This design comes from an exercise in tuning for small area, a short achievable clock period and few clock cycles per item on the open sky130 flow, not from production work.
RTL that was checked went through simulation tests only; none was proved equivalent to the original.

==> flow/design.v (excerpt) <==
module aes_top (
    input          clk,
    input          rst_n,
    input          start,
    input  [127:0] plaintext,
    input  [127:0] cipher_key,
    output [127:0] ciphertext,
    output         done
);
Size in the first run: roughly 4600 cells after synthesis, roughly 280 flip-flops, ~390 I/O pins, ~38000 um^2 of cells after synthesis.
export LEC_CHECK = 0
export ABC_AREA = 0
export CAP_MARGIN = 20
export CORE_MARGIN = 2
export CORE_UTILIZATION = 40
export CTS_CLUSTER_DIAMETER = 80
export CTS_CLUSTER_SIZE = 40
export GPL_TIMING_DRIVEN = 0
export PLACE_DENSITY = 0.8
export SETUP_SLACK_MARGIN = 1.25
export SLEW_MARGIN = 20
export SYNTH_HIERARCHICAL = 1
export SYNTH_MINIMUM_KEEP_SIZE = 0
create_clock -name core_clock -period 7.0 [get_ports {clk}]
standard.sh (not shown) runs the stock make flow with config.mk's settings and CLKGATE_MAP_FILE= SYNTH_SCRIPT=/design/flow/synth_recipe.tcl, a recipe that flattens the netlist after the stock synthesis.
==> flow/flow/run.sh <==
#!/bin/bash
# The standard layout (standard.sh) with three changes:
#  - every input and output port gets a buf_1 as its port buffer instead of
#    the default clkdlybuf4s50_1;
#  - no timing repair at floorplan (REMOVE_ABC_BUFFERS=1): its wire-load
#    estimates are pessimistic; timing is repaired after placement instead;
#  - clock tree synthesis without dummy loads.
set -euo pipefail
bash standard.sh "BUFFER_PORTS_ARGS=-buffer_cell sky130_fd_sc_hd__buf_1" \
  REMOVE_ABC_BUFFERS=1 \
  "CTS_ARGS=-sink_clustering_enable -repair_clock_nets -sink_clustering_size 40 -sink_clustering_max_diameter 80 -dont_use_dummy_load" \
  finish > layout.log 2>&1
Testbench counts at the start, summed over its fixed seeds: cycles 5,632, blocks 512.
Then changed:
==> flow/flow/run.sh (replaced) <==
#!/bin/bash
# The standard layout (standard.sh) with two changes:
#  - every input and output port gets a buf_1 as its port buffer instead of
#    the default clkdlybuf4s50_1;
#  - no timing repair at floorplan (REMOVE_ABC_BUFFERS=1): its wire-load
#    estimates are pessimistic; timing is repaired after placement instead.
set -euo pipefail
bash standard.sh "BUFFER_PORTS_ARGS=-buffer_cell sky130_fd_sc_hd__buf_1" \
  REMOVE_ABC_BUFFERS=1 finish > layout.log 2>&1
- CTS_CLUSTER_DIAMETER: 80 -> unset
- CTS_CLUSTER_SIZE: 40 -> unset
- GPL_TIMING_DRIVEN: 0 -> unset
- SETUP_SLACK_MARGIN: 1.25 -> 1.4
The new run passed the timing, design-rule and antenna checks; routed wire length rises by 0.49%; die area stays the same; worst hold slack gets worse by 0.0049 ns; synthesized area does not change; non-clock buffer count rises by 49; fmax rises by 1.1%; setup slack gets better by 0.063 ns; clock skew falls by 0.028 ns.
Then changed:
--- a/flow/flow/run.sh
+++ b/flow/flow/run.sh
@@ -8,2 +8,2 @@
 bash standard.sh "BUFFER_PORTS_ARGS=-buffer_cell sky130_fd_sc_hd__buf_1" \
-  REMOVE_ABC_BUFFERS=1 finish > layout.log 2>&1
+  REMOVE_ABC_BUFFERS=1 RECOVER_POWER=100 finish > layout.log 2>&1
- SETUP_SLACK_MARGIN: 1.4 -> 1.25
The changed run finished but failed the layout checks on max-capacitance violations, max-slew violations; via count came out lower by 0.52%; worst hold slack improved by 0.0031 ns; synthesized area is unchanged; worst setup slack got worse by 0.53 ns; critical path depth came out higher by 2.
Then changed:
--- a/flow/flow/run.sh
+++ b/flow/flow/run.sh
@@ -8,2 +8,2 @@
 bash standard.sh "BUFFER_PORTS_ARGS=-buffer_cell sky130_fd_sc_hd__buf_1" \
-  REMOVE_ABC_BUFFERS=1 RECOVER_POWER=100 finish > layout.log 2>&1
+  REMOVE_ABC_BUFFERS=1 finish > layout.log 2>&1
- CTS_CLUSTER_DIAMETER: unset -> 80
- CTS_CLUSTER_SIZE: unset -> 40
After rerunning: The new run finished with timing, DRC and antenna clean. Cell area goes up by 0.40%. Wire length stays flat. Via count barely changes. Sequential cell count stays the same. Final cell count hardly moves. Die area stays the same. First-iteration DRC count goes up by 3.6%. Setup slack is better by 0.60 ns.

---

Another version of the RTL of aes_top (not shown whole).
Size in the first run: about 270 flip-flops, about 390 I/O pins, ~0.037 mm² of cells after synthesis.
// aes_top
module aes_top (
    input          clk,
    input          rst_n,
    input          start,
    input  [127:0] plaintext,
    input  [127:0] cipher_key,
    output [127:0] ciphertext,
    output         done
);
clock: 7.0 ns
lec_check: 0
abc_area: 0
cap_margin: 20
core_margin: 2
core_utilization: 40
setup_slack_margin: 0.5
slew_margin: 20
synth_hierarchical: 1
synth_minimum_keep_size: 0
==> flow/flow/run.sh <==
#!/bin/bash
# The standard layout (standard.sh), with smaller port buffers: every input
# and output port still gets its own buffer, but a buf_1 instead of the
# default clkdlybuf4s50_1.
set -euo pipefail
bash standard.sh "BUFFER_PORTS_ARGS=-buffer_cell sky130_fd_sc_hd__buf_1" finish > layout.log 2>&1
The starting point finished with timing, DRC and antenna clean.
Then changed:
==> flow/run.sh (new file) <==
#!/bin/bash
# synth_recipe.tcl (not shown) runs the flow's synth.tcl, then flattens the netlist and writes it again
# the make line also repeats each setting of config.mk as NAME=value (left out here)
make -C /OpenROAD-flow-scripts/flow DESIGN_CONFIG=/design/flow/config.mk WORK_HOME=/design/flow/orfs CLKGATE_MAP_FILE= SYNTH_SCRIPT=/design/flow/synth_recipe.tcl finish
--- a/flow/config.mk
+++ b/flow/config.mk
@@ -11,3 +11,3 @@
 export CORE_UTILIZATION = 40
-export SETUP_SLACK_MARGIN = 0.5
+export SETUP_SLACK_MARGIN = 1.0
 export SLEW_MARGIN = 20
removed: flow/flow/run.sh
removed: flow/standard.sh
Synthesized cell count stays the same.
Utilization is higher by 8.9 points.
Clock skew is higher by 0.0038 ns.
Final cell count is higher by a few percent.
Synthesized area does not change.
Sequential share of layout area is lower by 1.9 points.
Then changed:
--- a/flow/config.mk
+++ b/flow/config.mk
@@ -11,3 +11,3 @@
 export CORE_UTILIZATION = 40
-export SETUP_SLACK_MARGIN = 1.0
+export GPL_TIMING_DRIVEN = 0
 export SLEW_MARGIN = 20
Area after synthesis is unchanged; count of clock-buffer cells in the layout rises by 3; global-route usage is lower by 0.84 points; non-clock buffer count falls by 398; worst setup slack is worse by 0.87 ns; flip-flop and latch count stays the same; die area is unchanged; cell count falls by 6.4%.
Then changed:
--- a/flow/config.mk
+++ b/flow/config.mk
@@ -11,3 +11,3 @@
 export CORE_UTILIZATION = 40
-export GPL_TIMING_DRIVEN = 0
+export SETUP_SLACK_MARGIN = 0.5
 export SLEW_MARGIN = 20
After rerunning: The changed run ran to the end with no violations; final cell count increases by 4.4%; wire length increases by 2.4%; synthesized area stays the same; non-clock buffer count increases by 252; die area is unchanged; clock-buffer cell count decreases by 3; via count increases by 3.9%; final area increases by 3.0%; utilization increases by 1.5 points.
Function was not checked in any run of this note: the RTL went through the layout flow alone.

---

Setup of old:
Another version of the RTL of aes_top (not shown whole).
For scale: about 4100 cells after synthesis, about 0.036 mm² of cells after synthesis.
make LEC_CHECK=0 ABC_AREA=0 CAP_MARGIN=20 CORE_MARGIN=2 CORE_UTILIZATION=40 CTS_BUF_LIST='sky130_fd_sc_hd__clkbuf_4 sky130_fd_sc_hd__clkbuf_8' SLEW_MARGIN=20 SYNTH_HIERARCHICAL=1 SYNTH_MINIMUM_KEEP_SIZE=0 finish   # period 7.0 ns
run.sh (not shown) runs the stock make flow with config.mk's settings and CLKGATE_MAP_FILE= SYNTH_SCRIPT=/design/flow/synth_recipe.tcl, a recipe that flattens the netlist after the stock synthesis.
Stock flow here: none of the scripts above is used.
Looking at the reports, old completed the entire flow and the layout it produced met the timing, design-rule and antenna checks.
The inputs of new differ from those of old as listed below.
Settings: a change of CORE_UTILIZATION from 40 to 65; a deleted CTS_BUF_LIST that had been sky130_fd_sc_hd__clkbuf_4 sky130_fd_sc_hd__clkbuf_8.
==> comparison <==
Per the comparison of new with old, final standard cell utilization of the core now sits higher; routed wire length down about 6%; worst setup slack fell by 0.15 ns. dfxtp_1 as the library cell contributing the largest single delay on the critical path was reported by old, and xor2_1 by new. Re fraction of area in non-clock buffers: new is 1.6 points down on old. new falls short of old in top achievable clock speed.
Function was not checked in any run of this note: the RTL went through the layout flow alone.

---

aes_top with an RTL version that a note above also has.
For scale: roughly 4600 cells after synthesis, about 280 flip-flops, ~38000 um2 of cells after synthesis.
==> flow/config.mk <==
export PLATFORM = sky130hd
export DESIGN_NAME = aes_top
export DESIGN_NICKNAME = aes_top
export VERILOG_FILES = /design/flow/design.v
export SDC_FILE = /design/flow/constraint.sdc
export NUM_CORES = 8
export LEC_CHECK = 0
export ABC_AREA = 0
export CAP_MARGIN = 20
export CORE_MARGIN = 2
export CORE_UTILIZATION = 40
export CTS_CLUSTER_DIAMETER = 80
export CTS_CLUSTER_SIZE = 40
export PLACE_DENSITY = 0.8
export SETUP_SLACK_MARGIN = 1.4
export SLEW_MARGIN = 20
export SYNTH_HIERARCHICAL = 1
export SYNTH_MINIMUM_KEEP_SIZE = 0
==> flow/constraint.sdc <==
create_clock -name core_clock -period 7.0 [get_ports {clk}]
set_input_delay 1.4000 -clock core_clock [delete_from_list [all_inputs] [get_ports {clk}]]
set_output_delay 1.4000 -clock core_clock [all_outputs]
set_load 0.01 [all_outputs]
standard.sh (not shown) runs the stock make flow with config.mk's settings and CLKGATE_MAP_FILE= SYNTH_SCRIPT=/design/flow/synth_recipe.tcl, a recipe that flattens the netlist after the stock synthesis.
==> flow/flow/run.sh <==
#!/bin/bash
# The standard layout (standard.sh) with two changes:
#  - every input and output port gets a buf_1 as its port buffer instead of
#    the default clkdlybuf4s50_1;
#  - no timing repair at floorplan (REMOVE_ABC_BUFFERS=1): its wire-load
#    estimates are pessimistic; timing is repaired after placement instead.
set -euo pipefail
bash standard.sh "BUFFER_PORTS_ARGS=-buffer_cell sky130_fd_sc_hd__buf_1" \
  REMOVE_ABC_BUFFERS=1 finish > layout.log 2>&1
The baseline ran to the end with no violations.
Testbench counts at the start, summed over its fixed seeds: cycles 5,632, blocks 512.
Then changed:
CTS_CLUSTER_DIAMETER = unset   (was 80)
CTS_CLUSTER_SIZE = unset   (was 40)
PLACE_DENSITY = unset   (was 0.8)
SETUP_SLACK_MARGIN = 1.25   (was 1.4)
Worst hold slack hardly moves.
Sequential share of layout area barely changes.
Die area is unchanged.
Clock-buffer cell count increases by 21.
Setup slack is worse by 130 ps.
Final area is about the same.
Synthesized area is unchanged.
Via count came out lower slightly.
Then changed:
CORE_UTILIZATION = 55   (was 40)
PLACE_DENSITY = 0.75   (was unset)
Result: The new run finished with timing, DRC and antenna clean; setup slack improves by 4.1 ps; die area came out lower by 27%; synthesized cell count stays the same; critical path depth rises by 2.
Then changed:
--- a/flow/flow/run.sh
+++ b/flow/flow/run.sh
@@ -2 +2 @@
-# The standard layout (standard.sh) with two changes:
+# The standard layout (standard.sh) with three changes:
@@ -6 +6,2 @@
-#    estimates are pessimistic; timing is repaired after placement instead.
+#    estimates are pessimistic; timing is repaired after placement instead;
+#  - clock tree synthesis without dummy loads.
@@ -9 +10,3 @@
-  REMOVE_ABC_BUFFERS=1 finish > layout.log 2>&1
+  REMOVE_ABC_BUFFERS=1 \
+  "CTS_ARGS=-sink_clustering_enable -repair_clock_nets -sink_clustering_size 40 -sink_clustering_max_diameter 80 -dont_use_dummy_load" \
+  finish > layout.log 2>&1
CORE_UTILIZATION = 40   (was 55)
CTS_CLUSTER_DIAMETER = 80   (was unset)
CTS_CLUSTER_SIZE = 40   (was unset)
PLACE_DENSITY = 0.8   (was 0.75)
SETUP_SLACK_MARGIN = 1.0   (was 1.25)
- fmax shrinks by 2.4%
- count of clock-buffer cells in the layout drops by 23
- die area came out higher by 37%
Then changed:
==> flow/flow/run.sh (replaced) <==
#!/bin/bash
# The standard layout (standard.sh) with two changes:
#  - every input and output port gets a buf_1 as its port buffer instead of
#    the default clkdlybuf4s50_1;
#  - no timing repair at floorplan (REMOVE_ABC_BUFFERS=1): its wire-load
#    estimates are pessimistic; timing is repaired after placement instead.
set -euo pipefail
bash standard.sh "BUFFER_PORTS_ARGS=-buffer_cell sky130_fd_sc_hd__buf_1" \
  REMOVE_ABC_BUFFERS=1 finish > layout.log 2>&1
CTS_BUF_LIST = sky130_fd_sc_hd__clkbuf_8   (was unset)
CTS_CLUSTER_DIAMETER = unset   (was 80)
CTS_CLUSTER_SIZE = 30   (was 40)
SETUP_SLACK_MARGIN = 1.25   (was 1.0)
Effect: The new run completed without violations; final cell count climbs by 1.4%; synthesized area stays the same; utilization climbs by 1.3 points; routed wire length climbs by 1.8%; count of clock-buffer cells in the layout climbs by 38; via count climbs by 1.5%; die area is unchanged.

-- afterwards: timing with drivers on the ports --
No port has a modelled driver above. Below, the same layouts with a new extraction and two added sets of constraints. Step 1 assumes that a clkbuf_16 drives the clock port and a buf_2 every other input. Step 2 moves the port delays by t, midway between the first and last clock arrival at a register: inputs arrive t later, outputs are due t later. That takes back most of the time a late clock gives input paths. Three values: ideal, step 1, step 2; two values: the first two.
run	shift t [ns]	setup slack, ns	worst slew at a driven data input, ns	pins driven straight from the clock port
the first run of note 1	0.631	1.268 / 1.315 / 0.684	0.13	1
the second run of note 1	0.629	1.332 / 1.369 / 0.741	0.12	1
the third run of note 1	0.630	0.805 / 0.850 / 0.220	0.13	1
the fourth run of note 1	0.649	1.407 / 1.407 / 0.808	0.12	1
the first run of note 2	0.635	0.759 / 0.759 / 0.233	0.15	1
the second run of note 2	0.629	1.042 / 1.089 / 0.460	0.16	1
the third run of note 2	0.607	0.169 / 0.169 / -0.399	0.06	1
the fourth run of note 2	0.635	0.730 / 0.780 / 0.145	0.16	1
old	0.726	0.396 / 0.396 / 0.103	0.10	1
new	0.615	0.246 / 0.246 / 0.056	0.14	1
the first run of note 4	0.649	1.486 / 1.486 / 0.905	0.12	1
the second run of note 4	0.633	1.357 / 1.401 / 0.768	0.13	1
the third run of note 4	0.611	1.361 / 1.361 / 0.837	0.09	1
the fourth run of note 4	0.620	1.223 / 1.223 / 0.712	0.12	1
the fifth run of note 4	0.744	1.343 / 1.343 / 0.654	0.13	1
With both steps, setup timing fails in the third run of note 2, where it was met with ideal ports. The setup slack of the fifth run of note 4, which loses most, moves by 0.000 ns with the drivers and by -0.689 ns with both steps.
